From an optimization exercise on the open Yosys and OpenROAD flow, aimed at small area; shortcuts taken in it are not production practice.
Where RTL was checked, it was by simulation tests only, not by an equivalence proof against the original.
The RTL of runs 6 and 7 was laid out without a check of its function.
No activity file was given, so power comes from the tool's default toggle rates.

==> design.v <==
module Uart  (clk, reset, rx, tx);
    input wire clk, reset;
    input wire rx;
    output wire tx;
    wire full, empty;
    wire [7:0] fromBuffer;
    wire txDone;
    wire [7:0] toBuffer;
    wire rxDone;
    Receiver Rx (
        .clk(clk), 
        .rx(rx), 
        .reset(reset), 
        .toBuffer(toBuffer),     
        .rxDone(rxDone)
    );
    Transmitter Tx (
        .clk(clk), 
        .empty(empty), 
        .fromBuffer(fromBuffer), 
        .reset(reset), 
        .tx(tx), 
        .txDone(txDone)
    );
    fifo_mem txBuffer (
        .clk(clk),
        .reset(reset), 
        .wr(rxDone),              
        .rd(txDone), 
        .data_in(toBuffer),      
        .data_out(fromBuffer), 
        .empty(empty),
        .full(full)
    );
endmodule
module Receiver (clk, rx, reset, toBuffer, rxDone);
    input  wire clk, rx, reset;     
    output reg  [7:0] toBuffer;           
    output reg rxDone;                 
    reg [1:0] state;
    reg [2:0] bitIdx;         
    reg [1:0] inputSw;        
    reg [3:0] clockCount;     
    reg [7:0] receivedData;   
    parameter MAX_RATE_RX = 125000000 / (1000000 * 16);  
    parameter RX_CNT_WIDTH = $clog2(MAX_RATE_RX);
    reg [RX_CNT_WIDTH - 1:0] rxCounter;
    always @(posedge clk or posedge reset) begin
        if (reset) begin
            state <= 3'b00;
            bitIdx <= 3'b0;
            clockCount <= 4'b0;
            receivedData <= 8'b0;
            toBuffer <= 8'b0;
            rxDone <= 1'b0;
            inputSw <= 2'b0;
            rxCounter <= 0;
        end
        else begin
            inputSw <= { inputSw[0], rx };    
            case (state)
                default: begin
                    state <= 3'b00;
                end
                3'b00: begin
                    bitIdx <= 3'b0;
                    clockCount <= 4'b0;
                    receivedData <= 8'b0;
                    toBuffer <= 8'b0;
                    rxDone <= 1'b0;
                    rxCounter <= 0;
                    if (~rx) state <= 3'b01;
                end
                3'b01: begin
                    if (rxCounter >= MAX_RATE_RX) begin
                        rxCounter <= 0;
                        if (&clockCount[2:0]) begin
                            state <= 3'b10;
                            clockCount <= 0;
                        end else clockCount <= clockCount + 4'b1;
                    end else rxCounter <= rxCounter + 1'b1;
                end
                3'b10: begin
                    if (rxCounter >= MAX_RATE_RX) begin
                        rxCounter <= 0;
                        if (&clockCount) begin  
                            clockCount <= 4'b0;
                            receivedData[bitIdx] <= inputSw[0];  
                            if (&bitIdx) begin
                                bitIdx <= 3'b0;
                                state <= 3'b11;
                            end else begin
                                bitIdx <= bitIdx + 3'b1;
                            end
                        end else begin
                            clockCount <= clockCount + 4'b1;
                        end
                    end else rxCounter <= rxCounter + 1'b1;
                end
                3'b11: begin
                    if (rxCounter >= MAX_RATE_RX) begin
                        rxCounter <= 0;
                        if (&clockCount) begin       
                            rxDone <= 1'b1;
                            state <= 3'b00;
                            clockCount <= 4'b0;
                            toBuffer <= receivedData;
                        end else begin
                            clockCount <= clockCount + 1;
                        end
                    end else rxCounter <= rxCounter + 1'b1;
                end
            endcase
        end
    end
endmodule
module Transmitter (clk, empty, fromBuffer, reset, tx, txDone);
    input  wire clk, empty, reset;     
    input  wire [7:0] fromBuffer;            
    output reg  tx, txDone;           
    reg [2:0] state;
    reg [7:0] data;  
    reg [2:0] bitIdx;  
    parameter MAX_RATE_TX = 125000000 / 1000000;
    parameter TX_CNT_WIDTH = $clog2(MAX_RATE_TX);
    reg [TX_CNT_WIDTH - 1:0] txCounter;
    always @(posedge clk or posedge reset) begin
        if (reset) begin
            state <= 3'b00;
            data <= 8'b0;
            bitIdx <= 3'b0;
            tx <= 1'b1;
            txDone <= 1'b0;
            txCounter <= 0;
        end 
        else begin
            case (state)
                default: begin
                    state <= 3'b00;
                end
                3'b00: begin
                    bitIdx <= 3'b0;
                    tx <= 1'b1;  
                    txCounter <= 0;
                    if (~empty) begin
                        data <= fromBuffer;  
                        txDone <= 1'b1;
                        state <= 3'b01;
                    end else begin
                        data <= 8'b0;
                        txDone <= 1'b0;
                        state <= 3'b00;                    
                    end 
                end
                3'b01: begin
                    txDone <= 1'b0; 
                    if (txCounter >= MAX_RATE_TX) begin
                        txCounter <= 0;
                        tx <= 1'b0;  
                        state <= 3'b10;
                    end else txCounter <= txCounter + 1'b1;
                end
                3'b10: begin  
                    if (txCounter >= MAX_RATE_TX) begin
                        txCounter <= 0;
                        tx <= data[bitIdx];
                        if (&bitIdx) begin
                            bitIdx <= 3'b0;
                            state <= 3'b11;
                        end else begin
                            bitIdx <= bitIdx + 1'b1;
                        end
                    end else txCounter <= txCounter + 1'b1;
                end
                3'b11: begin  
                    if (txCounter >= MAX_RATE_TX) begin
                        txCounter <= 0;
                        data <= 8'b0;
                        state <= 3'b00;
                        tx <= 1'b1;
                    end else txCounter <= txCounter + 1'b1;
                end
            endcase
        end
    end
endmodule
module fifo_mem(clk, reset, wr, rd, data_in, data_out, full, empty);   
  input clk, reset, wr, rd;   
  input[7:0] data_in; 
  output[7:0] data_out;  
  output full, empty;         
  wire[4:0] wptr,rptr;        
  wire enWrite, enRead;  
  status_signal  status(
    .wptr(wptr), 
    .rptr(rptr), 
    .full(full), 
    .empty(empty)
  ); 
  write_pointer  writePtr(
    .wr(wr), 
    .full(full), 
    .clk(clk), 
    .reset(reset), 
    .wptr(wptr), 
    .enWrite(enWrite)
  );  
  read_pointer   readPtr(
    .rd(rd), 
    .empty(empty), 
    .clk(clk), 
    .reset(reset), 
    .rptr(rptr), 
    .enRead(enRead)
  );  
  memory_array   mem(
    .data_in(data_in), 
    .clk(clk), 
    .enWrite(enWrite), 
    .wptr(wptr), 
    .rptr(rptr), 
    .data_out(data_out)
  );    
endmodule  
module status_signal(wptr, rptr, full, empty);  
   input[4:0] wptr, rptr;  
   output full, empty;  
    wire pointer_equal, fbit_comp;  
    assign fbit_comp = wptr[4] ^ rptr[4]; 
    assign pointer_equal = (wptr[3:0] - rptr[3:0]) ? 0:1; 
    assign full = fbit_comp & pointer_equal;
    assign empty = (~fbit_comp) & pointer_equal;
endmodule
module write_pointer(wr, full, clk, reset, wptr, enWrite);  
input wr, full, clk, reset;  
output reg[4:0] wptr;  
output enWrite; 
reg preEnWrite;
assign enWrite = (~full)&wr;
always @(posedge clk or posedge reset)  begin 
    if(reset) begin
      wptr <= 5'b00000;  
      preEnWrite <= 0;
    end else begin
        if(enWrite & ~preEnWrite)
          wptr <= wptr + 5'b00001;
        else  
          wptr <= wptr; 
        preEnWrite <= enWrite; 
    end
end
endmodule  
module read_pointer(rd, empty, clk, reset, rptr, enRead);  
input rd, empty,clk, reset;  
output reg[4:0] rptr;  
output enRead;
reg preEnRead;
assign enRead = (~empty)&rd;  
always @(posedge clk or posedge reset) begin  
    if(reset) begin
      rptr <= 5'b00000;
      preEnRead <= 0;
    end else begin
        if(enRead & ~preEnRead)
          rptr <= rptr + 5'b00001;  
        else
          rptr <= rptr;
        preEnRead <= enRead;
    end      
end  
endmodule  
module memory_array(data_in, clk, enWrite, wptr, rptr, data_out);  
input[7:0] data_in;  
input clk, enWrite;  
input[4:0] wptr, rptr;  
output wire[7:0] data_out;
reg[7:0] mem[15:0];  
always @(posedge clk)  
begin  
    if(enWrite) mem[wptr[3:0]] <= data_in;
end  
assign data_out = mem[rptr[3:0]];    
endmodule  
==> run.sh <==
#!/bin/bash
# synth_recipe.tcl (not shown) runs the flow's synth.tcl, then flattens the netlist and writes it again
# the make line also repeats each setting of config.mk as NAME=value (left out here)
make -C /OpenROAD-flow-scripts/flow DESIGN_CONFIG=/design/flow/config.mk WORK_HOME=/design/flow/orfs CLKGATE_MAP_FILE= SYNTH_SCRIPT=/design/flow/synth_recipe.tcl finish
==> config.mk <==
export PLATFORM = sky130hd
export DESIGN_NAME = Uart
export DESIGN_NICKNAME = Uart
export VERILOG_FILES = /design/flow/design.v
export SDC_FILE = /design/flow/constraint.sdc
export NUM_CORES = 4
export LEC_CHECK = 0
export CAP_MARGIN = 20
export CORE_MARGIN = 2
export CORE_UTILIZATION = 40
export SLEW_MARGIN = 20
==> constraint.sdc <==
create_clock -name core_clock -period 8.0 [get_ports {clk}]
set_input_delay 1.6000 -clock core_clock [delete_from_list [all_inputs] [get_ports {clk}]]
set_output_delay 1.6000 -clock core_clock [all_outputs]
set_load 0.01 [all_outputs]
==> key figures, run 1 <==
Worst hold path
  – Hold Crit Class: flip-flop to flip-flop
  – Worst hold path endpoint: txBuffer.writePtr.wptr[4]
  – Hold Path Origin: txBuffer.writePtr.wptr[4]
  – Worst hold path cell count: 1

Worst setup path
  – Crit path max fanout: 36
  – Critical path capture point type: flip-flop
  – Worst EP required: 8.08 ns
  – R2R setup slack: 4.52 ns
  – Crit path DAT: 3.55 ns
  – Worst Reg2Reg Path Length in Cells: 8
  – Crit start category: flip-flop
  – Critical R2R Launch: txBuffer.readPtr.rptr[1]
  – Setup CP Type: flip-flop to flip-flop
  – Critical R2R Capture: txBuffer.mem.mem[1][1]

Cells and area
  – Layout cells sized above 1: 0.1518
  – Fill count: 1,727
  – Syn-to-layout area delta: 10.95%
  – Seq. cell area: 0.005448 sq mm
  – Diodes inserted: 0
  – Util after Layout: 0.4551
  – Multi-input gate area: 0.002729 sq mm
  – Post-layout nets: 593

Detailed routing
  – Initial DRC count: 466
  – Vias: 4,676
  – Vias per cell: 5.547
  – Post-route ant nets: 0
  – DRC Markers: 0
  – DRT Wirelength: 17.12 mm
  – DRT Pass-1 Iters: 5
  – DR WL/cell: 20.31 um

Logic synthesis
  – Largest area contributor in the netlist: edfxtp_1
  – Synth Cell Area: 0.008353 sq mm
  – Post-Synthesis Cells: 554
  – Post-synth EDFFs: 128
  – Commonest cells in the synthesized netlist: 128 x edfxtp_1, 63 x dfrtp_1, 40 x nand2_1
  – Synth top area share: 0.4602
  – Synth top area cells: edfxtp_1 46%, dfrtp_1 19%, mux4_2 9.2%, ha_1 4.5%, nand2_1 1.8%
  – Seq/Total Area, Yosys: 0.6520
  – Syn_area_per_cell: 15.08 sq um
  – Cell variety after synth: 54
  – Syn_nets: 587
  – Most common cell in the netlist: edfxtp_1
  – YS warnings: 5
  – Post-synth ARST share: 0.3333
  – Ys flop type: edfxtp_1
  – Synthesized flop and latch total: 192

Timing
  – Final TNS setup: 0 ns
  – Crit path time final: 3.478 ns
  – Clock Skew: 0.009858 ns
  – Setup ws final: 4.522 ns
  – Tcrit/Tclk final: 0.4347
  – Setup-failing EPs final: 0
  – Slew HR: 0.4435
  – Slew @ Worst Pin: 0.8137 ns
  – RSZ-0062 raised after global routing: false
  – Peak Freq: 0.2876 GHz
  – Slew Viols, Final: 0
  – Hold Fails Final Rpt: 0

Place
  – Placer Congestion: 0.8566
  – Port Buffer Count: 3
  – DP Worst Slack: 4.536 ns
  – HPWL Detailed: 11.68 mm

Power
  – Leakage Power: 3.173 nW
  – Maximum vdd drop: 135.2 uV
  – PD cells: 224.2 mW/mm^2

Die
  – Die Wd: 148.5 um
  – Core area: 0.02036 sq mm
  – Die height: 148.5 um
  – Starting density of the core: 0.4102
  – Ports: 4
  – Rows: 52
  – Full die area: 0.02205 sq mm

Flow run
  – MaxCap Viol Count: 0

Clock network
  – Postcts setup bufs: 0
  – CTS tree: built
  – Longest Clk Path Bufs: 2
  – # hold bufs at CTS: 0
  – Clk pin slew, worst setup/hold paths: 0.07 ns
  – Post_cts resized: 0
  – Clock sinks: 192
  – H-tree depth: 4
  – Root buffer cell: clkbuf_16
  – Num CTS Buffers: 17
  – Clock latency at the later pin of the worst-skew pair: 0.42 ns

Global route
  – Initial antenna violation count: 0
  – Tot GR Track Use: 0.1659
  – Met2 Usage GRT: 0.2692
  – Aggregate global routing overflow: 0
  – Met3 Use GR: 0.03282
  – Number of global-route vias before repair: 4,716
  – Routing usage on met1: 0.2297
  – First-pass GRT wire length: 27.10 mm
  – GRT busiest layer: met2
  – Pin count of the biggest net entering global routing: 65

Outcome
  – Status: no timing/DRC/antenna violations
-- cell usage in the layout, fill, tap and decap left out, types with 11 or more instances in the layout --
| cell | n |
|---|---|
| edfxtp_1 | 128 |
| dfrtp_1 | 62 |
| nand2_1 | 40 |
| mux4_2 | 34 |
| ha_1 | 30 |
| o21ai_0 | 27 |
| inv_1 | 24 |
| and3_1 | 19 |
| nand3_1 | 19 |
| clkbuf_16 | 17 |
| nor2_1 | 16 |
| a22oi_1 | 16 |
| a21oi_1 | 11 |
| nor3_1 | 11 |
| a22o_1 | 11 |
-- critical path: stages, from the launching register on --
cell and delay, ns:
dfrtp_2 0.34, buf_4 0.50, inv_1 0.10, ha_1 0.33
and3b_1 0.19, o21ai_1 0.36, a211oi_4 0.15, nor2b_2 0.62
and3_1 0.52
-- how the worst max path moves through the flow --
stage                             start                     end  slack, ns
2_1_floorplan                     reset            Rx.bitIdx[0]       4.80
3_3_place_gp   txBuffer.readPtr.rptr[1]  txBuffer.mem.mem[8][0]       4.59
3_5_place_dp   txBuffer.readPtr.rptr[1]  txBuffer.mem.mem[1][2]       4.54
4_1_cts        txBuffer.readPtr.rptr[1]  txBuffer.mem.mem[1][1]       4.49
5_1_grt        txBuffer.readPtr.rptr[1]  txBuffer.mem.mem[1][1]       4.28
6_report       txBuffer.readPtr.rptr[1]  txBuffer.mem.mem[1][1]       4.52
-- logic make-up (layout without fill, tap and decap cells) --
group | Yosys count | after routing | share of synthesized area
buffers and inverters | 45 | 64 | 0.02127
XOR/XNOR | 15 | 15 | 0.01573
multiplexers | 44 | 44 | 0.1050
AO/OA/AOI/OAI | 92 | 92 | 0.07640
AND/OR/NAND/NOR | 136 | 136 | 0.08463
flip-flops | 192 | 192 | 0.6520
adder cells (fa/ha/maj) | 30 | 30 | 0.04494
-- where the power goes --
group | switching, mW | total [mW] | internal, mW | leakage (nW)
Clock | 0.376 | 0.846 | 0.471 | 0.288
Combinational | 0.101 | 0.152 | 0.0508 | 1.09
Sequential | 0.0140 | 1.08 | 1.07 | 1.80
-- cell type report --
cell class                 count  share of cell area
tap                          270             0.03645
sequential                   192              0.5878
multi-input combinational    317              0.2945
clock buffer                  17             0.04590
timing repair buffer           7            0.006480
clock inverter                15             0.01877
inverter                      25             0.01013
-- per-stage QoR --
step                      cell area, sq um  total power, mW  instances  hold slack (ns)
after floorplan                       8353            1.212        554           0.4586
after global placement                8668            1.242        811           0.4705
after detailed placement              8668            1.253        811           0.4761
after CTS                             9268            2.093        843           0.4902
after global routing                  9268            2.161        843           0.5084
final                                 9268            2.078        843           0.4852
-- sequential cells by signal, summed over array words and instances (netlist names), 2 cells and up --
register / count
Rx.bitIdx: 3
Rx.clockCount: 4
Rx.receivedData: 8
Rx.rxCounter: 3
Rx.state: 2
Rx.toBuffer: 8
Tx.bitIdx: 3
Tx.data: 8
Tx.state: 2
Tx.txCounter: 7
txBuffer.mem.mem: 128
txBuffer.readPtr.rptr: 5
txBuffer.writePtr.wptr: 5
-- metal layers --
metal / part of all wire / up-vias
met4: 0.015 / 0
met5: 0 / -
met2: 0.49 / 134
met3: 0.046 / 17
met1: 0.45 / 2390
li1: - / 2135
==> run 2, diff against run 1 <==
==> design.v (replaced) <==
module Uart (clk, reset, rx, tx);
    input  wire clk, reset;
    input  wire rx;
    output wire tx;
    reg  [10:0] rc;
    wire        r_idle = (rc[10:1] == 10'd1);
    wire        r_done = r_idle & ~rc[0];
    always @(posedge clk or posedge reset) begin
        if (reset)       rc <= 11'd3;
        else if (r_idle) rc <= rx ? 11'd3 : 11'd834;
        else             rc <= rc + 11'd1;
    end
    reg rbit;
    always @(posedge clk)
        if (rc[6:0] == 7'd0) rbit <= rx;
    reg  [3:0] tp;
    reg  [6:0] tq;
    reg        txr;
    reg        pf;
    wire       empty, full;
    wire       t_idle = (tp == 4'd9);
    wire       q_end  = (tq == 7'd125);
    wire       t_rd   = (tp == 4'd15) & (tq == 7'd0);
    always @(posedge clk or posedge reset) begin
        if (reset) begin
            tp  <= 4'd9;
            txr <= 1'b1;
        end else if (t_idle) begin
            if (~empty) tp <= 4'd15;
        end else if (q_end) begin
            tp  <= tp + 4'd1;
            txr <= (tp == 4'd15) ? 1'b0 : (tp == 4'd8) ? 1'b1 : pf;
        end
    end
    always @(posedge clk)
        tq <= (t_idle | q_end) ? 7'd0 : tq + 7'd1;
    assign tx = txr;
    reg [4:0] wpos, tpos;
    function [4:0] dec17(input [4:0] x);
        dec17 = (x == 5'd0) ? 5'd16 : x - 5'd1;
    endfunction
    function [4:0] inc17(input [4:0] x);
        inc17 = (x == 5'd16) ? 5'd0 : x + 5'd1;
    endfunction
    assign full  = (wpos == tpos);
    assign empty = (wpos == inc17(tpos));
    always @(posedge clk or posedge reset) begin
        if (reset) begin
            wpos <= 5'd0;
            tpos <= 5'd16;
        end else begin
            if (~(r_done & ~full)) wpos <= dec17(wpos);
            if (~t_rd)             tpos <= dec17(tpos);
        end
    end
    wire wr_ok = (wpos == 5'd0) & rc[10] & ~(full & (tp <= {1'b0, rc[9:7]}));
    wire [7:0] tail;
    genvar k;
    generate
        for (k = 0; k < 8; k = k + 1) begin : g_ring
            reg [16:0] r;
            wire we = wr_ok & (rc[9:7] == k);
            always @(posedge clk)
                r <= {r[15:0], we ? rbit : r[16]};
            assign tail[k] = r[16];
        end
    endgenerate
    always @(posedge clk)
        if (tpos == 5'd0) pf <= tail[tp[2:0]];
endmodule
--- a/config.mk
+++ b/config.mk
@@ -7,5 +7,7 @@
 export LEC_CHECK = 0
 export CAP_MARGIN = 20
 export CORE_MARGIN = 2
-export CORE_UTILIZATION = 40
+export CORE_UTILIZATION = 70
+export CTS_CLUSTER_DIAMETER = 500
+export CTS_CLUSTER_SIZE = 100
 export SLEW_MARGIN = 20
==> run 2 against run 1 <==
Effect of this change:
- sequential cell count fell by 21
- hold slack got worse by 0.16 ns
- maximum frequency up 10%
- final cell count decreased by 40%
- non-clock buffer count decreased by 4
- critical path type is now flip-flop to output pin
- largest cell class unchanged
- largest power group unchanged
==> key figures, run 2 <==
Logic synthesis
  – Synth top area share: 0.5658
  – Synth Cell Area: 0.005060 sq mm
  – Largest area contributor in the netlist: dfxtp_1
  – Synthesized flop and latch total: 171
  – Most common cell in the netlist: dfxtp_1
  – Seq/Total Area, Yosys: 0.7077
  – Post-synth ARST share: 0.1520
  – Ys flop type: dfxtp_1
  – Post-synth EDFFs: 2
  – Post-Synthesis Cells: 382
  – Syn_nets: 401
  – Synth top area cells: dfxtp_1 57%, dfrtp_1 9.9%, ha_1 4.0%, dfstp_2 3.1%, mux2_2 2.4%
  – Cell variety after synth: 55
  – Syn_area_per_cell: 13.25 sq um
  – YS warnings: 1
  – Commonest cells in the synthesized netlist: 143 x dfxtp_1, 21 x nand2_1, 20 x dfrtp_1

Power
  – Clock power frac: 0.470
  – Reg power frac: 0.528
  – Switching power: 0.3458 mW
  – PD cells: 282.3 mW/mm^2
  – Internal Pwr Total: 1.273 mW
  – Combinational power share: 0.002
  – Maximum vdd drop: 237.4 uV
  – Switching Share: 0.2135
  – Leakage Power: 2.344 nW

Detailed routing
  – Post-route ant nets: 0
  – DRT Pass-1 Iters: 5
  – Vias: 2,836
  – DRC Markers: 0
  – Vias per cell: 5.616
  – DRT Wirelength: 9.306 mm
  – DR WL/cell: 18.43 um
  – Initial DRC count: 164

Global route
  – Number of global-route vias before repair: 3,047
  – Tot GR Track Use: 0.2702
  – First-pass GRT wire length: 15.46 mm
  – Pin count of the biggest net entering global routing: 27
  – Aggregate global routing overflow: 0
  – Initial antenna violation count: 0

Worst hold path
  – Hold Crit Class: flip-flop to flip-flop
  – Worst hold path cell count: 0
  – Worst hold path endpoint: g_ring[2].r[5]
  – Hold Path Origin: g_ring[2].r[4]

Die
  – Core area: 0.006907 sq mm
  – Starting density of the core: 0.7326
  – Rows: 30
  – Die height: 89.02 um
  – Full die area: 0.007925 sq mm
  – Die Wd: 89.02 um
  – Ports: 4

Worst setup path
  – Critical path's top delay family: flip-flops
  – Worst EP required: 6.40 ns
  – Critical R2R Launch: wpos[0]
  – Worst Reg2Reg Path Length in Cells: 6
  – Crit path max fanout: 2
  – CP max stage delay: 0.53 ns
  – Setup CP Type: flip-flop to output pin
  – CP Cell Sequence: clkdlybuf4s50_1
  – Stages on worst setup path: 1
  – Crit start category: flip-flop
  – Crit path DAT: 1.56 ns
  – Critical path capture point type: output pin
  – Critical R2R Capture: g_ring[2].r[0]
  – Buf/Inv on CP: 1
  – R2R setup slack: 5.45 ns
  – Crit-path slowest cell: dfstp_2

Clock network
  – # hold bufs at CTS: 0
  – Clk pin slew, worst setup/hold paths: 0.07 ns
  – Num CTS Buffers: 17
  – Postcts setup bufs: 0
  – CTS tree: built
  – Root buffer cell: clkbuf_8
  – H-tree depth: 4
  – Longest Clk Path Bufs: 2
  – Post_cts resized: 0
  – Clock latency at the later pin of the worst-skew pair: 0.52 ns
  – Clock sinks: 171

Timing
  – Slew Viols, Final: 0
  – Tcrit/Tclk final: 0.3946
  – RSZ-0062 raised after global routing: false
  – Slew @ Worst Pin: 0.9544 ns
  – Setup-failing EPs final: 0
  – Slew HR: 0.3589
  – Clock Skew: 0.01324 ns
  – Hold Fails Final Rpt: 0
  – Peak Freq: 0.3168 GHz
  – WHS: 0.3257 ns
  – Final TNS setup: 0 ns
  – Crit path time final: 3.157 ns

Flow run
  – MaxCap Viol Count: 0

Outcome
  – Status: no timing/DRC/antenna violations

Cells and area
  – Top Registers: g_ring.r: 136 flops, rc: 11 flops, tq: 7 flops
  – Most common cell after layout, fill and taps aside: dfxtp_1
  – Most frequent cells in the layout: 143 x dfxtp_1, 21 x nand2_1, 20 x dfrtp_1, 17 x nor2_1, 17 x clkbuf_16
  – Post-layout nets: 416
  – Syn-to-layout area delta: 13.35%
  – Layout cells sized above 1: 0.1418
  – Fill count: 337
  – Largest register FFs: 136
  – Diodes inserted: 0

Place
  – Port Buffer Count: 3
  – Placer Congestion: 0.8038
  – HPWL Detailed: 4.939 mm
run 2: cell count changes in the layout (fill, tap and decap cells not counted), moves of 14 or more:
cell,before,now
a22oi_1,16,0
and3_1,19,1
dfrtp_1,62,20
dfxtp_1,0,143
edfxtp_1,128,2
ha_1,30,16
mux4_2,34,2
nand2_1,40,21
o21ai_0,27,11
run 2: cell families (layout without fill, tap and decap cells):
kind of cell,after synthesis,after routing,share of synthesized area
compound gates,42,42,0.05391
xor+xnor,21,21,0.03635
fa+ha+maj,16,16,0.03956
buf+inv,23,50,0.01978
flops,171,171,0.7077
mux,15,15,0.03857
simple gates,94,94,0.1041
run 2: power by group through the flow:
stage | combinational, mW | clock (mW) | sequential (mW)
finish | 0.00363 | 0.761 | 0.855
global route | 0.00428 | 0.804 | 0.854
CTS | 0.00385 | 0.774 | 0.855
global placement | 0.00366 | 0 | 0.873
detailed placement | 0.00380 | 0 | 0.873
floorplan | 0.00193 | 0 | 0.873
run 2: area by class of cell:
cell class,count,area (sq um),area share
Timing Repair Buffer,3,30.03,0.005236
Clock inverter,11,102.6,0.01789
Multi-Input combinational cell,188,1385,0.2415
Inverter,16,60.06,0.01047
Clock buffer,20,456.7,0.07962
Sequential cell,171,3581,0.6243
Tap cell,96,120.1,0.02094
run 2: worst max path at each step:
stage          start  endpoint  slack (ns)
3_5_place_dp   reset   tpos[3]        5.18
5_1_grt          txr        tx        4.78
4_1_cts          txr        tx        4.81
2_1_floorplan    txr        tx        5.87
6_report         txr        tx        4.84
3_3_place_gp   reset   tpos[3]        5.22
run 2: per-layer routing:
layer	GRT usage	vias to the layer above	wire length (um)
li1	-	1326	-
met1	0.3167	1393	3775
met2	0.4668	93	4870
met3	0.07387	24	452
met4	0.1208	0	208
met5	0	-	0
run 2: per-stage QoR:
stage,total power [mW],area (sq um),util,setup slack (ns),std cells
floorplan,0.8753,5060,-,5.871,382
global route,1.663,5736,0.8304,4.780,505
detailed placement,0.8772,5176,0.7495,5.183,474
global placement,0.8771,5170,0.7486,5.221,474
CTS,1.633,5736,0.8304,4.811,505
finish,1.619,5736,0.8304,4.843,505
==> run 3, diff against run 2 <==
--- a/config.mk
+++ b/config.mk
@@ -8,6 +8,6 @@
 export CAP_MARGIN = 20
 export CORE_MARGIN = 2
 export CORE_UTILIZATION = 70
-export CTS_CLUSTER_DIAMETER = 500
-export CTS_CLUSTER_SIZE = 100
+export CTS_CLUSTER_DIAMETER = 200
+export CTS_CLUSTER_SIZE = 50
 export SLEW_MARGIN = 20
==> run 3 against run 2 <==
Effect of this change:
- critical path type unchanged
- die area unchanged
- sequential share of layout area is the same
- setup slack unchanged
- clock power is essentially flat
- critical path depth unchanged
- design area did not move
- still clean
- sequential power barely moved
- sequential cell count stayed put
==> key figures, run 3 <==
Outcome
  – Status: no timing/DRC/antenna violations

Detailed routing
  – Initial DRC count: 164
  – DRT Pass-1 Iters: 5
  – Routed wire length on met3: 452 um
  – Post-route ant nets: 0
  – DR WL/cell: 18.43 um
  – M1 WL: 3.775 mm
  – DRT Wirelength: 9.306 mm
  – Top Layer Used: met4
  – Vias: 2,836
  – Vias per cell: 5.616
  – Routed met2 length: 4.870 mm
  – DRC Markers: 0

Worst setup path
  – CP Cell Sequence: clkdlybuf4s50_1
  – Crit path max fanout: 2
  – Crit path DAT: 1.56 ns
  – Worst Reg2Reg Path Length in Cells: 6
  – Setup CP Type: flip-flop to output pin
  – Worst EP required: 6.40 ns
  – R2R setup slack: 5.45 ns
  – Crit-path slowest cell: dfstp_2
  – Critical R2R Launch: wpos[0]
  – Critical R2R Capture: g_ring[2].r[0]
  – Crit start category: flip-flop
  – CP max stage delay: 0.53 ns
  – Buf/Inv on CP: 1
  – Critical path's top delay family: flip-flops
  – Critical path capture point type: output pin
  – Stages on worst setup path: 1

Logic synthesis
  – Synth Area in XOR/XNOR: 0.03635
  – Synth top area cells: dfxtp_1 57%, dfrtp_1 9.9%, ha_1 4.0%, dfstp_2 3.1%, mux2_2 2.4%
  – Synth top area share: 0.5658
  – Post-synth ARST share: 0.1520
  – Largest area contributor in the netlist: dfxtp_1
  – Synth Cell Area: 0.005060 sq mm
  – Post-Synthesis Cells: 382
  – Syn_area_per_cell: 13.25 sq um
  – Combinational family with the most area after synthesis: simple AND/OR/NAND/NOR gates
  – Post-synthesis simple-gate area fraction: 0.1041
  – Most common cell in the netlist: dfxtp_1
  – Ys flop type: dfxtp_1
  – Syn_nets: 401
  – Synthesized flop and latch total: 171
  – Seq/Total Area, Yosys: 0.7077
  – Adder-Cell Fraction of Synth Area: 0.03956
  – YS warnings: 1
  – Post-synthesis compound-gate area fraction: 0.05391
  – Cell variety after synth: 55
  – Post-synth EDFFs: 2
  – Commonest cells in the synthesized netlist: 143 x dfxtp_1, 21 x nand2_1, 20 x dfrtp_1
  – Post-synthesis mux area share: 0.03858

Global route
  – Initial antenna violation count: 0
  – Number of global-route vias before repair: 3,047
  – Tot GR Track Use: 0.2702
  – First-pass GRT wire length: 15.46 mm
  – Pin count of the biggest net entering global routing: 27
  – Aggregate global routing overflow: 0

Worst hold path
  – Worst hold path endpoint: g_ring[2].r[5]
  – Hold Crit Class: flip-flop to flip-flop
  – Hold Path Origin: g_ring[2].r[4]
  – Worst hold path cell count: 0

Cells and area
  – Top Registers: g_ring.r: 136 flops, rc: 11 flops, tq: 7 flops
  – Post-layout nets: 416
  – Syn-to-layout area delta: 13.35%
  – Diodes inserted: 0
  – Fill count: 337
  – Fin area: 0.005736 sq mm
  – Layout cells sized above 1: 0.1418
  – Most frequent cells in the layout: 143 x dfxtp_1, 21 x nand2_1, 20 x dfrtp_1, 17 x nor2_1, 17 x clkbuf_16
  – Largest register FFs: 136
  – Most common cell after layout, fill and taps aside: dfxtp_1

Clock network
  – Num CTS Buffers: 17
  – H-tree depth: 4
  – Longest Clk Path Bufs: 2
  – Clk pin slew, worst setup/hold paths: 0.07 ns
  – Clock sinks: 171
  – Postcts setup bufs: 0
  – Root buffer cell: clkbuf_8
  – Post_cts resized: 0
  – # hold bufs at CTS: 0
  – CTS tree: built
  – Clock latency at the later pin of the worst-skew pair: 0.52 ns

Place
  – Placement Cell Area: 0.005176 sq mm
  – DP Worst Slack: 5.183 ns
  – HPWL Detailed: 4.939 mm
  – Port Buffer Count: 3
  – Placer Congestion: 0.8038

Die
  – Full die area: 0.007925 sq mm
  – Starting density of the core: 0.7326
  – Rows: 30
  – Ports: 4
  – Die Wd: 89.02 um
  – Core area: 0.006907 sq mm
  – Die height: 89.02 um

Timing
  – Setup-failing EPs final: 0
  – Slew Viols, Final: 0
  – Crit path time final: 3.157 ns
  – Setup ws final: 4.843 ns
  – Final TNS setup: 0 ns
  – Hold Fails Final Rpt: 0
  – Tcrit/Tclk final: 0.3946
  – Slew @ Worst Pin: 0.9544 ns
  – RSZ-0062 raised after global routing: false
  – Peak Freq: 0.3168 GHz
  – Slew HR: 0.3589
  – Clock Skew: 0.01324 ns

Power
  – Leakage Power: 2.344 nW
  – Maximum vdd drop: 237.4 uV
  – PD cells: 282.3 mW/mm^2
  – Total power: 1.619 mW

Flow run
  – MaxCap Viol Count: 0
==> run 3: cell counts in the layout (fill, tap and decap cells not counted) <==
No cell type changed its count.
==> run 3: per-stage QoR <==
stage                     hold slack (ns)  utilization  instances
after floorplan                    0.3096            -        382
after global placement             0.3105       0.7486        474
after detailed placement           0.3121       0.7495        474
after CTS                          0.3272       0.8304        505
after global routing               0.3305       0.8304        505
final                              0.3257       0.8304        505
==> run 3: cells by family after synthesis <==
| kind of cell | after synthesis |
|---|---|
| adder cells (fa/ha/maj) | 16 |
| AND/OR/NAND/NOR | 94 |
| flip-flops | 171 |
| buffers and inverters | 23 |
| AO/OA/AOI/OAI | 42 |
| XOR/XNOR | 21 |
| multiplexers | 15 |
==> run 3: layout make-up <==
cell class	instances	area [sq um]	area share
sequential	171	3581	0.6243
inverter	16	60.06	0.01047
clock buffer	20	456.7	0.07962
clock inverter	11	102.6	0.01789
tap	96	120.1	0.02094
multi-input combinational	188	1385	0.2415
timing repair buffer	3	30.03	0.005236
==> run 3: metal layers <==
metal / global-route usage / vias up
li1: - / 1326
met1: 0.3167 / 1393
met2: 0.4668 / 93
met3: 0.07387 / 24
met4: 0.1208 / 0
met5: 0 / -
==> run 3: how the worst max path moves through the flow <==
| stage | start | end | slack [ns] |
|---|---|---|---|
| 2_1_floorplan | txr | tx | 5.87 |
| 3_3_place_gp | reset | tpos[3] | 5.22 |
| 3_5_place_dp | reset | tpos[3] | 5.18 |
| 4_1_cts | txr | tx | 4.81 |
| 5_1_grt | txr | tx | 4.78 |
| 6_report | txr | tx | 4.84 |
==> run 3: power by group <==
part / internal, mW / switching, mW
sequential: 0.855 / 0
clock: 0.418 / 0.343
combinational: 0.000902 / 0.00273
==> run 4, diff against run 3 <==
--- a/config.mk
+++ b/config.mk
@@ -8,6 +8,5 @@
 export CAP_MARGIN = 20
 export CORE_MARGIN = 2
 export CORE_UTILIZATION = 70
-export CTS_CLUSTER_DIAMETER = 200
-export CTS_CLUSTER_SIZE = 50
+export CTS_BUF_LIST = sky130_fd_sc_hd__clkbuf_8
 export SLEW_MARGIN = 20
==> run 4 against run 3 <==
Effect of this change:
- register-to-register slack improved by 0.17 ns
- sequential cell count did not move
- sequential power barely moved
- clock skew rose by 0.0024 ns
- core utilization fell by 2.5 points
- wire length fell by 18%
- first-iteration DRC count fell by 21%
==> key figures, run 4 <==
Timing
  – Tcrit/Tclk final: 0.3844
  – Hold Fails Final Rpt: 0
  – Peak Freq: 0.3252 GHz
  – Slew Viols, Final: 0
  – Clock Skew: 0.01565 ns
  – Setup-failing EPs final: 0
  – RSZ-0062 raised after global routing: false
  – Slew @ Worst Pin: 0.9409 ns
  – Slew HR: 0.3688
  – Final TNS setup: 0 ns
  – Crit path time final: 3.075 ns

Detailed routing
  – Vias per cell: 5.289
  – DRC Markers: 0
  – Initial DRC count: 130
  – Vias: 2,671
  – Post-route ant nets: 0
  – DR WL/cell: 15.03 um
  – DRT Wirelength: 7.590 mm
  – DRT Pass-1 Iters: 5

Logic synthesis
  – Seq/Total Area, Yosys: 0.7077
  – Post-synth ARST share: 0.1520
  – Most common cell in the netlist: dfxtp_1
  – Ys flop type: dfxtp_1
  – Post-Synthesis Cells: 382
  – YS warnings: 1
  – Largest area contributor in the netlist: dfxtp_1
  – Post-synth EDFFs: 2
  – Synthesized flop and latch total: 171
  – Synth top area share: 0.5658
  – Cell variety after synth: 55
  – Synth top area cells: dfxtp_1 57%, dfrtp_1 9.9%, ha_1 4.0%, dfstp_2 3.1%, mux2_2 2.4%
  – Syn_area_per_cell: 13.25 sq um
  – Commonest cells in the synthesized netlist: 143 x dfxtp_1, 21 x nand2_1, 20 x dfrtp_1
  – Syn_nets: 401
  – Synth Cell Area: 0.005060 sq mm

Power
  – PD cells: 256.7 mW/mm^2
  – Switching Share: 0.2175
  – Leakage Power: 2.267 nW
  – Clock power frac: 0.399
  – Combinational power share: 0.003
  – Switching power: 0.3104 mW
  – Maximum vdd drop: 228.9 uV
  – Internal Pwr Total: 1.117 mW
  – Reg power frac: 0.598

Worst setup path
  – Critical R2R Launch: wpos[1]
  – Buf/Inv on CP: 1
  – Worst EP required: 6.40 ns
  – Critical path capture point type: output pin
  – CP Cell Sequence: clkdlybuf4s50_1
  – Setup CP Type: flip-flop to output pin
  – Crit path DAT: 1.48 ns
  – Crit start category: flip-flop
  – Critical path's top delay family: flip-flops
  – Crit-path slowest cell: dfstp_2
  – Crit path max fanout: 2
  – Setup crit start: txr
  – CP max stage delay: 0.53 ns

Place
  – HPWL Detailed: 4.939 mm
  – Port Buffer Count: 3
  – Placer Congestion: 0.8038

Worst hold path
  – Hold Crit Class: flip-flop to flip-flop
  – Hold Path Origin: g_ring[2].r[4]

Cells and area
  – Most common cell after layout, fill and taps aside: dfxtp_1
  – Seq. cell area: 0.003581 sq mm
  – Fill count: 407
  – Post-layout nets: 416
  – Largest register FFs: 136
  – Multi-input gate area: 0.001385 sq mm
  – Layout cells sized above 1: 0.1418
  – Diodes inserted: 0
  – Most frequent cells in the layout: 143 x dfxtp_1, 21 x nand2_1, 20 x dfrtp_1, 18 x clkbuf_8, 17 x nor2_1
  – Top Registers: g_ring.r: 136 flops, rc: 11 flops, tq: 7 flops
  – Util after Layout: 0.8051
  – Syn-to-layout area delta: 9.891%

Flow run
  – MaxCap Viol Count: 0

Die
  – Die height: 89.02 um
  – Starting density of the core: 0.7326
  – Ports: 4
  – Full die area: 0.007925 sq mm
  – Die Wd: 89.02 um
  – Rows: 30
  – Core area: 0.006907 sq mm

Global route
  – Number of global-route vias before repair: 2,686
  – First-pass GRT wire length: 12.94 mm
  – Initial antenna violation count: 0
  – Pin count of the biggest net entering global routing: 27
  – Aggregate global routing overflow: 0
  – Tot GR Track Use: 0.2236

Clock network
  – # hold bufs at CTS: 0
  – CTS tree: built
  – Num CTS Buffers: 17
  – Postcts setup bufs: 0
  – Post_cts resized: 0
  – Clock latency at the later pin of the worst-skew pair: 0.43 ns
  – H-tree depth: 4
  – Clock sinks: 171
  – Clk pin slew, worst setup/hold paths: 0.09 ns
  – Root buffer cell: clkbuf_8
  – Longest Clk Path Bufs: 2

Outcome
  – Status: no timing/DRC/antenna violations
run 4: cell families after synthesis:
kind of cell / after synthesis / share of synthesized area
buffers and inverters: 23 / 0.01978
AO/OA/AOI/OAI: 42 / 0.05391
flip-flops: 171 / 0.7077
adder cells (fa/ha/maj): 16 / 0.03956
XOR/XNOR: 21 / 0.03635
AND/OR/NAND/NOR: 94 / 0.1041
multiplexers: 15 / 0.03857
run 4: per-stage QoR:
step	hold WS, ns	power [mW]	instance area, sq um	worst slack, ns	std cells
global placement	0.3105	0.8771	5170	5.221	474
CTS	0.3265	1.439	5560	4.889	505
global route	0.3227	1.472	5560	4.861	505
finish	0.3173	1.427	5560	4.925	505
detailed placement	0.3121	0.8772	5176	5.183	474
floorplan	0.3096	0.8753	5060	5.871	382
run 4: worst reg2reg max path, stage by stage, from the launching register on:
cell and delay, ns:
dfrtp_1 0.44, inv_1 0.13, ha_1 0.19, nor4b_2 0.41
nand2_1 0.18, or4_1 0.43, a21oi_1 0.16, mux2_2 0.35
run 4: power groups by stage:
stage / registers (mW) / clock network, mW / logic, mW
finish: 0.854 / 0.570 / 0.00370
global route: 0.854 / 0.614 / 0.00433
CTS: 0.854 / 0.582 / 0.00383
detailed placement: 0.873 / 0 / 0.00380
global placement: 0.873 / 0 / 0.00366
floorplan: 0.873 / 0 / 0.00193
run 4: area by class of cell:
class | count | share of cell area
Tap cell | 96 | 0.02160
Inverter | 16 | 0.01080
Sequential cell | 171 | 0.6440
Timing Repair Buffer | 3 | 0.005401
Multi-Input combinational cell | 188 | 0.2491
Clock buffer | 18 | 0.04455
Clock inverter | 13 | 0.02453
run 4: per-layer routing:
layer / up-vias / global-route usage / wire [um]
li1: 1333 / - / -
met5: - / 0 / 0
met1: 1285 / 0.2879 / 3445
met3: 15 / 0.06925 / 248
met4: 0 / 0.09769 / 167
met2: 38 / 0.3535 / 3728
run 4: path summary, 6_finish.rpt:
kind                                  endpoint  slack, ns  cells after the start
max in group asynchronous              tpos[3]       5.99                      2
min in group asynchronous                rc[2]       1.56                      2
worst min register to register  g_ring[2].r[5]       0.32                      0
worst max-delay path                        tx       4.92                      1
worst min-delay path            g_ring[2].r[5]       0.32                      0
worst max register to register  g_ring[4].r[0]       5.62                      7
==> run 5, diff against run 4 <==
--- a/config.mk
+++ b/config.mk
@@ -7,6 +7,5 @@
 export LEC_CHECK = 0
 export CAP_MARGIN = 20
 export CORE_MARGIN = 2
-export CORE_UTILIZATION = 70
-export CTS_BUF_LIST = sky130_fd_sc_hd__clkbuf_8
+export CORE_UTILIZATION = 40
 export SLEW_MARGIN = 20
==> run 5 against run 4 <==
Effect of this change:
- count of clock-buffer cells in the layout did not move
- largest power group unchanged
- final cell count rose by 15%
- still clean on timing, DRC and antenna
- clock power rose by 38%
- synthesized cell count did not move
- maximum frequency barely moved
- clock skew fell by 0.0066 ns
- core utilization fell by 34 points
- critical path type unchanged
- via count fell by 2.6%
- first-iteration DRC count fell by 24%
==> key figures, run 5 <==
Timing
  – Tcrit/Tclk final: 0.3843
  – Crit path time final: 3.075 ns
  – Slew @ Worst Pin: 1.049 ns
  – Slew HR: 0.2906
  – Peak Freq: 0.3252 GHz
  – Hold Fails Final Rpt: 0
  – Clock Skew: 0.009030 ns
  – Slew Viols, Final: 0
  – Final TNS setup: 0 ns
  – Setup-failing EPs final: 0
  – RSZ-0062 raised after global routing: false

Cells and area
  – Top Registers: g_ring.r: 136 flops, rc: 11 flops, tq: 7 flops
  – Layout cells sized above 1: 0.1463
  – Syn-to-layout area delta: 15.58%
  – Largest register FFs: 136
  – Multi-input gate area: 0.001379 sq mm
  – Most frequent cells in the layout: 143 x dfxtp_1, 21 x nand2_1, 20 x dfrtp_1, 17 x nor2_1, 17 x clkbuf_16
  – Seq. cell area: 0.003581 sq mm
  – Util after Layout: 0.4691
  – Fill count: 1,092
  – Most common cell after layout, fill and taps aside: dfxtp_1
  – Diodes inserted: 0
  – Post-layout nets: 416

Logic synthesis
  – Syn_nets: 401
  – Largest area contributor in the netlist: dfxtp_1
  – Syn_area_per_cell: 13.25 sq um
  – Seq/Total Area, Yosys: 0.7077
  – Ys flop type: dfxtp_1
  – Post-Synthesis Cells: 382
  – Most common cell in the netlist: dfxtp_1
  – Synth top area share: 0.5658
  – YS warnings: 1
  – Commonest cells in the synthesized netlist: 143 x dfxtp_1, 21 x nand2_1, 20 x dfrtp_1
  – Synthesized flop and latch total: 171
  – Post-synth EDFFs: 2
  – Synth Cell Area: 0.005060 sq mm
  – Cell variety after synth: 55
  – Synth top area cells: dfxtp_1 57%, dfrtp_1 9.9%, ha_1 4.0%, dfstp_2 3.1%, mux2_2 2.4%
  – Post-synth ARST share: 0.1520

Power
  – Total power: 1.644 mW
  – Combinational power share: 0.002
  – Clock power frac: 0.478
  – Leakage Power: 2.359 nW
  – Internal Pwr Total: 1.281 mW
  – Reg power frac: 0.520
  – Maximum vdd drop: 167.2 uV
  – Switching power: 0.3637 mW
  – PD cells: 281.2 mW/mm^2
  – Switching Share: 0.2212

Global route
  – Met2 Usage GRT: 0.1795
  – Pin count of the biggest net entering global routing: 27
  – Met3 Use GR: 0.05293
  – Initial antenna violation count: 0
  – Tot GR Track Use: 0.1221
  – Routing usage on met1: 0.1582
  – First-pass GRT wire length: 12.45 mm
  – GRT busiest layer: met2
  – Number of global-route vias before repair: 2,660
  – Aggregate global routing overflow: 0

Die
  – Die height: 116.5 um
  – Die Wd: 116.5 um
  – Rows: 41
  – Core area: 0.01247 sq mm
  – Full die area: 0.01357 sq mm
  – Ports: 4
  – Starting density of the core: 0.4059

Worst setup path
  – Buf/Inv on CP: 1
  – Worst EP required: 6.40 ns
  – CP max stage delay: 0.54 ns
  – Critical path's top delay family: flip-flops
  – Critical path capture point type: output pin
  – Crit-path slowest cell: dfstp_2
  – Crit path DAT: 1.47 ns
  – CP Cell Sequence: clkdlybuf4s50_1
  – Crit start category: flip-flop
  – Crit path max fanout: 2
  – Setup CP Type: flip-flop to output pin

Clock network
  – Clock sinks: 171
  – Num CTS Buffers: 17
  – Longest Clk Path Bufs: 2
  – CTS tree: built
  – Post_cts resized: 0
  – Root buffer cell: clkbuf_16
  – H-tree depth: 4
  – # hold bufs at CTS: 0
  – Clk pin slew, worst setup/hold paths: 0.07 ns
  – Clock latency at the later pin of the worst-skew pair: 0.41 ns
  – Postcts setup bufs: 0

Place
  – Placer Congestion: 0.7984
  – Port Buffer Count: 3
  – HPWL Detailed: 4.554 mm

Detailed routing
  – Post-route ant nets: 0
  – DRT Pass-1 Iters: 4
  – Vias: 2,602
  – DRC Markers: 0
  – Initial DRC count: 99
  – Vias per cell: 4.471
  – DR WL/cell: 12.20 um
  – DRT Wirelength: 7.101 mm

Worst hold path
  – Hold Crit Class: flip-flop to flip-flop

Outcome
  – Status: no timing/DRC/antenna violations

Flow run
  – MaxCap Viol Count: 0
run 5: cell count changes in the layout (fill, tap and decap cells not counted), sizes merged:
cell      delta
inv          +3
bufinv       -1
clkinvlp     -1
run 5: worst reg2reg max path, stage by stage (launching register included):
cell     delay (ns)
dfrtp_1        0.45
inv_1          0.13
ha_1           0.19
nor4b_2        0.45
nand2_1        0.19
or4_1          0.42
a21oi_1        0.16
mux2_2         0.34
run 5: cell type report:
type / instances / share of cell area
Clock buffer: 18 / 0.07510
Inverter: 16 / 0.01027
Sequential cell: 171 / 0.6123
Tap cell: 172 / 0.03680
Clock inverter: 14 / 0.02460
Multi-Input combinational cell: 188 / 0.2358
Timing Repair Buffer: 3 / 0.005135
run 5: metrics by stage:
stage | std cells | area [sq um] | hold slack (ns) | setup slack, ns
floorplan | 382 | 5060 | 0.3096 | 5.871
global placement | 550 | 5265 | 0.3109 | 5.151
detailed placement | 550 | 5265 | 0.3121 | 5.110
CTS | 582 | 5848 | 0.3249 | 4.905
global route | 582 | 5848 | 0.3281 | 4.881
finish | 582 | 5848 | 0.3212 | 4.925
run 5: final timing paths:
check,startpoint,end,slack (ns),depth (start not counted)
max in group asynchronous,reset,txr,6.06,2
hold / removal,g_ring[6].r[14],g_ring[6].r[15],0.32,0
setup reg to reg,wpos[0],g_ring[4].r[0],5.56,7
hold reg to reg,g_ring[6].r[14],g_ring[6].r[15],0.32,0
setup / recovery,txr,tx,4.93,1
min in group asynchronous,reset,rc[3],1.55,2
run 5: power by group through the flow:
stage               clock network [mW]  logic (mW)  registers, mW
CTS                              0.800     0.00396          0.854
detailed placement                   0     0.00398          0.873
finish                           0.786     0.00375          0.854
global placement                     0     0.00382          0.873
global route                     0.842     0.00461          0.854
floorplan                            0     0.00193          0.873
run 5: kinds of logic (layout without fill, tap and decap cells):
logic type | Yosys count | count (layout) | synth area share
flip-flops | 171 | 171 | 0.7077
AND/OR/NAND/NOR | 94 | 94 | 0.1041
AO/OA/AOI/OAI | 42 | 42 | 0.05391
buffers and inverters | 23 | 51 | 0.01978
XOR/XNOR | 21 | 21 | 0.03635
adder cells (fa/ha/maj) | 16 | 16 | 0.03956
multiplexers | 15 | 15 | 0.03857
run 5: routing by layer:
| layer | vias to the layer above | wire (um) | part of all wire |
|---|---|---|---|
| met5 | - | 0 | 0 |
| met4 | 0 | 64 | 0.0090 |
| met3 | 7 | 213 | 0.030 |
| met2 | 25 | 3126 | 0.44 |
| met1 | 1237 | 3697 | 0.52 |
| li1 | 1333 | - | - |
==> run 6, diff against run 5 <==
--- a/design.v
+++ b/design.v
@@ -19,8 +19,8 @@
     reg        pf;
     wire       empty, full;
     wire       t_idle = (tp == 4'd9);
-    wire       q_end  = (tq == 7'd125);
-    wire       t_rd   = (tp == 4'd15) & (tq == 7'd0);
+    wire       q_end  = (tq == 7'd96);
+    wire       t_rd   = (tp == 4'd15) & (tq == 7'd1);
     always @(posedge clk or posedge reset) begin
         if (reset) begin
             tp  <= 4'd9;
@@ -33,7 +33,7 @@
         end
     end
     always @(posedge clk)
-        tq <= (t_idle | q_end) ? 7'd0 : tq + 7'd1;
+        tq <= (t_idle | q_end) ? 7'd1 : {tq[5:0], tq[6] ^ tq[5]};
     assign tx = txr;
     reg [4:0] wpos, tpos;
     function [4:0] dec17(input [4:0] x);
==> flow/run.sh (new file) <==
#!/bin/bash
set -e
cp standard.sh flow/standard.sh.seen 2>/dev/null || true
export CTS_ARGS="-sink_clustering_enable -repair_clock_nets -dont_use_dummy_load -buf_list sky130_fd_sc_hd__clkbuf_8"
bash standard.sh > standard.log 2>&1
==> flow/standard.sh.seen (new file) <==
#!/bin/bash
# The standard flow's own layout of this design, on the ORFS make targets given (by default finish). After
# finish it leaves the final layout's DEF at /design/flow/out/final.def.
set -euo pipefail
make -C /OpenROAD-flow-scripts/flow DESIGN_CONFIG=/design/flow/config.mk WORK_HOME=/design/flow/orfs CLKGATE_MAP_FILE= SYNTH_SCRIPT=/design/flow/synth_recipe.tcl CAP_MARGIN=20 CORE_MARGIN=2 CORE_UTILIZATION=70 SLEW_MARGIN=20 "${@:-finish}"
if [[ -f /design/flow/orfs/results/sky130hd/Uart/base/6_final.odb ]]; then
  : # left out here: write the final layout as DEF
fi
==> standard.sh (new file) <==
#!/bin/bash
# synth_recipe.tcl (not shown) runs the flow's synth.tcl, then flattens the netlist and writes it again
# the make line also repeats each setting of config.mk as NAME=value (left out here)
make -C /OpenROAD-flow-scripts/flow DESIGN_CONFIG=/design/flow/config.mk WORK_HOME=/design/flow/orfs CLKGATE_MAP_FILE= SYNTH_SCRIPT=/design/flow/synth_recipe.tcl "${@:-finish}"
--- a/config.mk
+++ b/config.mk
@@ -7,5 +7,5 @@
 export LEC_CHECK = 0
 export CAP_MARGIN = 20
 export CORE_MARGIN = 2
-export CORE_UTILIZATION = 40
+export CORE_UTILIZATION = 70
 export SLEW_MARGIN = 20
removed: run.sh
==> run 6 against run 5 <==
Effect of this change:
- power fell by 22%
- maximum frequency is 0.68% higher
- critical path type unchanged
- non-clock buffer count unchanged
- synthesized cell count is 3.7% lower
==> key figures, run 6 <==
Clock network
  – Clk pin slew, worst setup/hold paths: 0.09 ns
  – Root buffer cell: clkbuf_8
  – Clock latency at the later pin of the worst-skew pair: 0.43 ns
  – Clock sinks: 171
  – Num CTS Buffers: 17
  – # hold bufs at CTS: 0
  – CTS tree: built
  – Longest Clk Path Bufs: 2
  – H-tree depth: 4
  – Post_cts resized: 0
  – Postcts setup bufs: 0

Worst setup path
  – Buf/Inv on CP: 1
  – Critical path's top delay family: flip-flops
  – Worst EP required: 6.40 ns
  – Crit path max fanout: 2
  – Crit-path slowest cell: dfstp_2
  – Crit start category: flip-flop
  – CP max stage delay: 0.53 ns
  – Setup CP Type: flip-flop to output pin
  – CP Cell Sequence: clkdlybuf4s50_1
  – Crit path DAT: 1.45 ns
  – Critical path capture point type: output pin

Die
  – Starting density of the core: 0.7280
  – Full die area: 0.007795 sq mm
  – Die height: 88.29 um
  – Core area: 0.006832 sq mm
  – Die Wd: 88.29 um
  – Rows: 30
  – Ports: 4

Place
  – HPWL Detailed: 4.646 mm
  – Placement Cell Area: 0.005102 sq mm
  – Port Buffer Count: 3
  – Placer Congestion: 0.8402

Power
  – Maximum vdd drop: 214.8 uV
  – Leakage Power: 2.160 nW
  – Combinational power share: 0.003
  – Internal Pwr Total: 1.044 mW
  – Total power: 1.288 mW
  – Switching Share: 0.1896
  – Reg power frac: 0.664
  – PD cells: 241.3 mW/mm^2
  – Clock power frac: 0.333
  – Switching power: 0.2441 mW

Flow run
  – MaxCap Viol Count: 0

Detailed routing
  – DRT Pass-1 Iters: 4
  – Initial DRC count: 71
  – DR WL/cell: 15.06 um
  – Vias per cell: 5.262
  – DRC Markers: 0
  – DRT Wirelength: 7.201 mm
  – Vias: 2,515
  – Post-route ant nets: 0

Cells and area
  – Layout cells sized above 1: 0.1178
  – Syn-to-layout area delta: 7.296%
  – Fill count: 405
  – Most common cell after layout, fill and taps aside: dfxtp_1
  – Post-layout nets: 400
  – Diodes inserted: 0
  – Most frequent cells in the layout: 143 x dfxtp_1, 26 x nand2_1, 20 x dfrtp_1, 17 x clkbuf_8, 14 x nor2_1
  – Largest register FFs: 136
  – Fin area: 0.005336 sq mm
  – Top Registers: g_ring.r: 136 flops, rc: 11 flops, tq: 7 flops

Logic synthesis
  – Cell variety after synth: 50
  – Ys flop type: dfxtp_1
  – Post-Synthesis Cells: 368
  – Post-synth EDFFs: 2
  – Syn_nets: 384
  – Synthesized flop and latch total: 171
  – Synth top area share: 0.5756
  – Synth top area cells: dfxtp_1 58%, dfrtp_1 10%, ha_1 3.3%, dfstp_2 3.2%, mux2_2 2.3%
  – Most common cell in the netlist: dfxtp_1
  – Largest area contributor in the netlist: dfxtp_1
  – Syn_area_per_cell: 13.52 sq um
  – Commonest cells in the synthesized netlist: 143 x dfxtp_1, 26 x nand2_1, 20 x dfrtp_1
  – Post-synth ARST share: 0.1520
  – Synth Cell Area: 0.004974 sq mm
  – YS warnings: 1
  – Seq/Total Area, Yosys: 0.7200

Global route
  – Pin count of the biggest net entering global routing: 27
  – Initial antenna violation count: 0
  – First-pass GRT wire length: 12.13 mm
  – Tot GR Track Use: 0.2146
  – Number of global-route vias before repair: 2,509
  – Aggregate global routing overflow: 0

Timing
  – Slew HR: 0.3821
  – Final TNS setup: 0 ns
  – Slew @ Worst Pin: 0.9212 ns
  – Slew Viols, Final: 0
  – WHS: 0.3023 ns
  – Hold Fails Final Rpt: 0
  – Crit path time final: 3.054 ns
  – Setup-failing EPs final: 0
  – Clock Skew: 0.04173 ns
  – Peak Freq: 0.3274 GHz
  – RSZ-0062 raised after global routing: false
  – Tcrit/Tclk final: 0.3818

Worst hold path
  – Hold Crit Class: flip-flop to flip-flop

Outcome
  – Status: no timing/DRC/antenna violations
## run 6: cell types whose count changed in the layout (fill, tap and decap cells not counted), moves of 4 or more
cell       delta
nand2_1       +5
clkbuf_8     +16
clkbuf_16    -17
and2_1        +5
a21oi_1       -4
inv_8         -6
nand4_1       -4
## run 6: power groups by stage
stage          logic, mW  registers (mW)  clock network (mW)
2_1_floorplan    0.00193           0.873                   0
3_3_place_gp     0.00365           0.873                   0
3_5_place_dp     0.00377           0.873                   0
4_1_cts          0.00375           0.855               0.440
5_1_grt          0.00436           0.854               0.472
6_report         0.00364           0.855               0.429
## run 6: cell families after synthesis
group / after synthesis / share of synthesized area
xor gates and xnor gates: 18 / 0.03170
DFF: 171 / 0.7200
buffers and inverters: 19 / 0.01535
adders and majority gates: 13 / 0.03271
muxes: 13 / 0.03396
and+or+nand+nor: 96 / 0.1137
AOI/OAI and AO/OA: 38 / 0.05258
## run 6: layout make-up
type,count,area [sq um],share of cell area
clock buffers,17,234.0,0.04385
inverters,13,48.80,0.009144
repair buffers,3,30.03,0.005627
multi-input cells,178,1323,0.2478
well taps,96,120.1,0.02251
flip-flops and latches,171,3581,0.6710
## run 6: worst register-to-register path: cells and delay by family (launching register included)
family / cells / cell delay [ns]
buffers and inverters: 1 / 0.12
multiplexers: 1 / 0.38
flip-flops: 1 / 0.44
adder cells (fa/ha/maj): 1 / 0.17
AND/OR/NAND/NOR: 3 / 1.02
AO/OA/AOI/OAI: 1 / 0.17
## run 6: path summary, 6_finish.rpt
kind	startpoint	end	slack (ns)	depth (start not counted)
worst max-delay path	txr	tx	4.95	1
worst min-delay path	g_ring[2].r[3]	g_ring[2].r[4]	0.30	0
worst max register to register	wpos[0]	g_ring[6].r[0]	5.59	7
worst min register to register	g_ring[2].r[3]	g_ring[2].r[4]	0.30	0
max in group asynchronous	reset	tp[1]	5.97	2
min in group asynchronous	reset	rc[2]	1.56	2
## run 6: metal layers
layer,vias to the layer above,GRT usage,wire (um)
met2,27,0.3363,3468
met4,0,0.09504,92
met1,1221,0.2811,3478
met3,6,0.06157,161
met5,-,0,0
li1,1261,-,-
## run 6: through the flow
step	worst slack [ns]	cells	utilization
finish	4.946	478	0.7811
global route	4.885	478	0.7811
CTS	4.915	478	0.7811
detailed placement	5.190	461	0.7469
global placement	5.232	461	0.7460
floorplan	5.871	368	-
==> run 7, diff against run 6 <==
--- a/design.v
+++ b/design.v
@@ -36,24 +36,20 @@
         tq <= (t_idle | q_end) ? 7'd1 : {tq[5:0], tq[6] ^ tq[5]};
     assign tx = txr;
     reg [4:0] wpos, tpos;
-    function [4:0] dec17(input [4:0] x);
-        dec17 = (x == 5'd0) ? 5'd16 : x - 5'd1;
-    endfunction
-    function [4:0] inc17(input [4:0] x);
-        inc17 = (x == 5'd16) ? 5'd0 : x + 5'd1;
-    endfunction
+    wire [4:0] wstep = {wpos[3:0], ~(wpos[4] ^ (wpos[0] & wpos[1]))};
+    wire [4:0] tstep = {tpos[3:0], ~(tpos[4] ^ (tpos[0] & tpos[1]))};
     assign full  = (wpos == tpos);
-    assign empty = (wpos == inc17(tpos));
+    assign empty = (wstep == tpos);
     always @(posedge clk or posedge reset) begin
         if (reset) begin
-            wpos <= 5'd0;
-            tpos <= 5'd16;
+            wpos <= 5'd2;
+            tpos <= 5'd5;
         end else begin
-            if (~(r_done & ~full)) wpos <= dec17(wpos);
-            if (~t_rd)             tpos <= dec17(tpos);
+            if (~(r_done & ~full)) wpos <= wstep;
+            if (~t_rd)             tpos <= tstep;
         end
     end
-    wire wr_ok = (wpos == 5'd0) & rc[10] & ~(full & (tp <= {1'b0, rc[9:7]}));
+    wire wr_ok = (wpos == 5'd2) & rc[10] & ~(full & (tp <= {1'b0, rc[9:7]}));
     wire [7:0] tail;
     genvar k;
     generate
@@ -66,5 +62,5 @@
         end
     endgenerate
     always @(posedge clk)
-        if (tpos == 5'd0) pf <= tail[tp[2:0]];
+        if (tpos == 5'd2) pf <= tail[tp[2:0]];
 endmodule
==> flow/run.sh (replaced) <==
#!/bin/bash
set -e
export CTS_ARGS="-sink_clustering_enable -repair_clock_nets -dont_use_dummy_load -buf_list sky130_fd_sc_hd__clkbuf_8 -sink_clustering_size 25 -sink_clustering_max_diameter 100 -sink_clustering_levels 1"
bash standard.sh > standard.log 2>&1
removed: flow/standard.sh.seen
==> run 7 against run 6 <==
Effect of this change:
- register-to-register slack hardly changed
- sequential power is essentially flat
- hold slack gained 0.0095 ns
- highest routed layer unchanged
- via count down 11%
==> key figures, run 7 <==
Outcome
  – Status: no timing/DRC/antenna violations

Die
  – Die height: 86.29 um
  – Ports: 4
  – Core area: 0.006459 sq mm
  – Full die area: 0.007445 sq mm
  – Rows: 29
  – Starting density of the core: 0.7338
  – Die Wd: 86.29 um

Logic synthesis
  – Syn_area_per_cell: 14.32 sq um
  – Post-Synthesis Cells: 331
  – Seq/Total Area, Yosys: 0.7561
  – Largest area contributor in the netlist: dfxtp_1
  – Post-synth EDFFs: 2
  – Post-synth ARST share: 0.1520
  – Synth Cell Area: 0.004740 sq mm
  – Cell variety after synth: 42
  – Synth top area cells: dfxtp_1 60%, dfrtp_1 9.5%, dfstp_2 4.4%, xnor2_1 2.8%, mux2_1 2.4%
  – YS warnings: 1
  – Commonest cells in the synthesized netlist: 143 x dfxtp_1, 18 x dfrtp_1, 15 x xnor2_1
  – Ys flop type: dfxtp_1
  – Most common cell in the netlist: dfxtp_1
  – Synth top area share: 0.6040
  – Syn_nets: 342
  – Synthesized flop and latch total: 171

Flow run
  – MaxCap Viol Count: 0

Cells and area
  – Top Registers: g_ring.r: 136 flops, rc: 11 flops, tq: 7 flops
  – Most frequent cells in the layout: 143 x dfxtp_1, 18 x dfrtp_1, 17 x clkbuf_8, 15 x xnor2_1, 14 x nand2_1
  – Largest register FFs: 136
  – Layout cells sized above 1: 0.1079
  – Most common cell after layout, fill and taps aside: dfxtp_1
  – Post-layout nets: 356
  – Syn-to-layout area delta: 6.732%
  – Diodes inserted: 0

Worst setup path
  – Crit-path slowest cell: dfstp_2
  – Crit path max fanout: 2
  – CP max stage delay: 0.52 ns
  – Critical path's top delay family: flip-flops
  – Buf/Inv on CP: 1
  – Critical R2R Launch: rc[8]
  – R2R setup slack: 5.60 ns
  – Worst EP required: 6.40 ns
  – CP Cell Sequence: clkdlybuf4s50_1
  – Critical R2R Capture: g_ring[5].r[0]
  – Crit start category: flip-flop
  – Worst Reg2Reg Path Length in Cells: 7
  – Setup CP Type: flip-flop to output pin
  – Critical path capture point type: output pin
  – Crit path DAT: 1.45 ns

Power
  – Total power: 1.276 mW
  – Leakage Power: 2.038 nW
  – PD cells: 252.1 mW/mm^2
  – Maximum vdd drop: 195.4 uV

Clock network
  – # hold bufs at CTS: 0
  – Num CTS Buffers: 17
  – H-tree depth: 4
  – Clock latency at the later pin of the worst-skew pair: 0.43 ns
  – Root buffer cell: clkbuf_8
  – Longest Clk Path Bufs: 2
  – Postcts setup bufs: 0
  – Post_cts resized: 0
  – CTS tree: built
  – Clk pin slew, worst setup/hold paths: 0.09 ns
  – Clock sinks: 171

Timing
  – Final TNS setup: 0 ns
  – Hold Fails Final Rpt: 0
  – RSZ-0062 raised after global routing: false
  – Slew HR: 0.3816
  – Crit path time final: 3.047 ns
  – Tcrit/Tclk final: 0.3809
  – Setup-failing EPs final: 0
  – Setup ws final: 4.953 ns
  – Peak Freq: 0.3282 GHz
  – Slew Viols, Final: 0
  – Slew @ Worst Pin: 0.9219 ns
  – WHS: 0.3119 ns
  – Clock Skew: 0.03849 ns

Place
  – HPWL Detailed: 4.066 mm
  – Port Buffer Count: 3
  – Placer Congestion: 0.7889
  – DP Worst Slack: 5.176 ns

Worst hold path
  – Worst hold path cell count: 0
  – Hold Path Origin: g_ring[1].r[0]
  – Worst hold path endpoint: g_ring[1].r[1]
  – Hold Crit Class: flip-flop to flip-flop

Global route
  – Initial antenna violation count: 0
  – Tot GR Track Use: 0.1957
  – First-pass GRT wire length: 10.72 mm
  – Number of global-route vias before repair: 2,239
  – Aggregate global routing overflow: 0
  – Pin count of the biggest net entering global routing: 27

Detailed routing
  – M1 WL: 3.079 mm
  – Vias per cell: 5.355
  – DR WL/cell: 14.86 um
  – Top Layer Used: met4
  – Initial DRC count: 136
  – DRT Pass-1 Iters: 4
  – DRT Wirelength: 6.243 mm
  – Vias: 2,249
  – Post-route ant nets: 0
  – Routed met2 length: 2.848 mm
  – Routed wire length on met3: 210 um
  – DRC Markers: 0
## run 7: cell count changes after synthesis, moves of 4 or more
| cell | before | now |
|---|---|---|
| nor2_1 | 14 | 8 |
| a2111oi_1 | 0 | 6 |
| or3_1 | 4 | 0 |
| mux2_1 | 1 | 10 |
| ha_1 | 13 | 8 |
| nand2_1 | 26 | 14 |
| a21oi_1 | 12 | 5 |
## run 7: layer usage
metal | vias up | track usage
li1 | 1130 | -
met1 | 1077 | 0.2649
met2 | 31 | 0.2826
met3 | 11 | 0.07143
met4 | 0 | 0.09375
met5 | - | 0
## run 7: final cells by class
class	count	area (sq um)
inverters	10	37.54
multi-input cells	142	1077
well taps	77	96.34
flip-flops and latches	171	3583
clock buffers	17	234.0
repair buffers	3	30.03
fillers	360	1400
## run 7: logic make-up after synthesis
| family | count (synthesis) | share of synthesized area |
|---|---|---|
| compound gates | 30 | 0.04409 |
| xor+xnor | 21 | 0.03881 |
| fa+ha+maj | 8 | 0.02112 |
| buf+inv | 18 | 0.01663 |
| flops | 171 | 0.7561 |
| simple gates | 63 | 0.07128 |
| mux | 20 | 0.05201 |
## run 7: worst max path at each step
stage / cells past startpoint / slack, ns / endpoint / startpoint
after floorplan: 0 / 5.87 / tx / txr
after global placement: 2 / 5.23 / tp[2] / reset
after detailed placement: 2 / 5.18 / tp[2] / reset
after CTS: 1 / 4.92 / tx / txr
after global routing: 1 / 4.91 / tx / txr
final: 1 / 4.95 / tx / txr
## run 7: report_power, final
| part | leakage (nW) | internal [mW] | switching [mW] |
|---|---|---|---|
| Combinational | 0.440 | 0.000903 | 0.00280 |
| Clock | 0.122 | 0.188 | 0.229 |
| Sequential | 1.48 | 0.855 | 0 |
| Total | 2.04 | 1.04 | 0.232 |
## run 7: stage by stage
step	std cells	cell area (sq um)	utilization
2_1_floorplan	331	4740	-
4_1_cts	420	5059	0.7832
5_1_grt	420	5059	0.7832
6_report	420	5059	0.7832
3_5_place_dp	403	4825	0.7470
3_3_place_gp	403	4825	0.7470

what the ideal ports hide:
The results above use ideal ports. As a check the final layouts listed here were re-extracted and re-timed, cells and wires unchanged.
Step 1 sets driving cells, clkbuf_16 on the clock port and buf_2 on the other inputs (assumed; they add their load-dependent delay and slew).
Step 2 also shifts input and output timing later by t, the mid clock arrival at the registers, as if the neighbouring blocks saw the same clock.
Three values: ideal ports, drivers, drivers and shift; two values: the first two.
run	shift t [ns]	setup slack, ns	hold WS [ns]	worst slew at a driven data input, ns	pins driven straight from the clock port
run 1	0.464	4.522 / 4.522 / 4.522	0.485 / 0.485 / 0.485	0.03	1
run 2	0.536	4.843 / 4.816 / 5.352	0.326 / 0.326 / 0.326	0.03	1
run 3	0.536	4.843 / 4.816 / 5.352	0.326 / 0.326 / 0.326	0.03	1
run 4	0.456	4.925 / 4.895 / 5.350	0.317 / 0.317 / 0.317	0.03	1
run 5	0.448	4.925 / 4.887 / 5.335	0.321 / 0.321 / 0.321	0.03	1
run 6	0.442	4.946 / 4.915 / 5.357	0.302 / 0.302 / 0.302	0.03	1
run 7	0.444	4.953 / 4.921 / 5.365	0.312 / 0.312 / 0.312	0.03	1
After both steps every run listed still meets setup and hold.
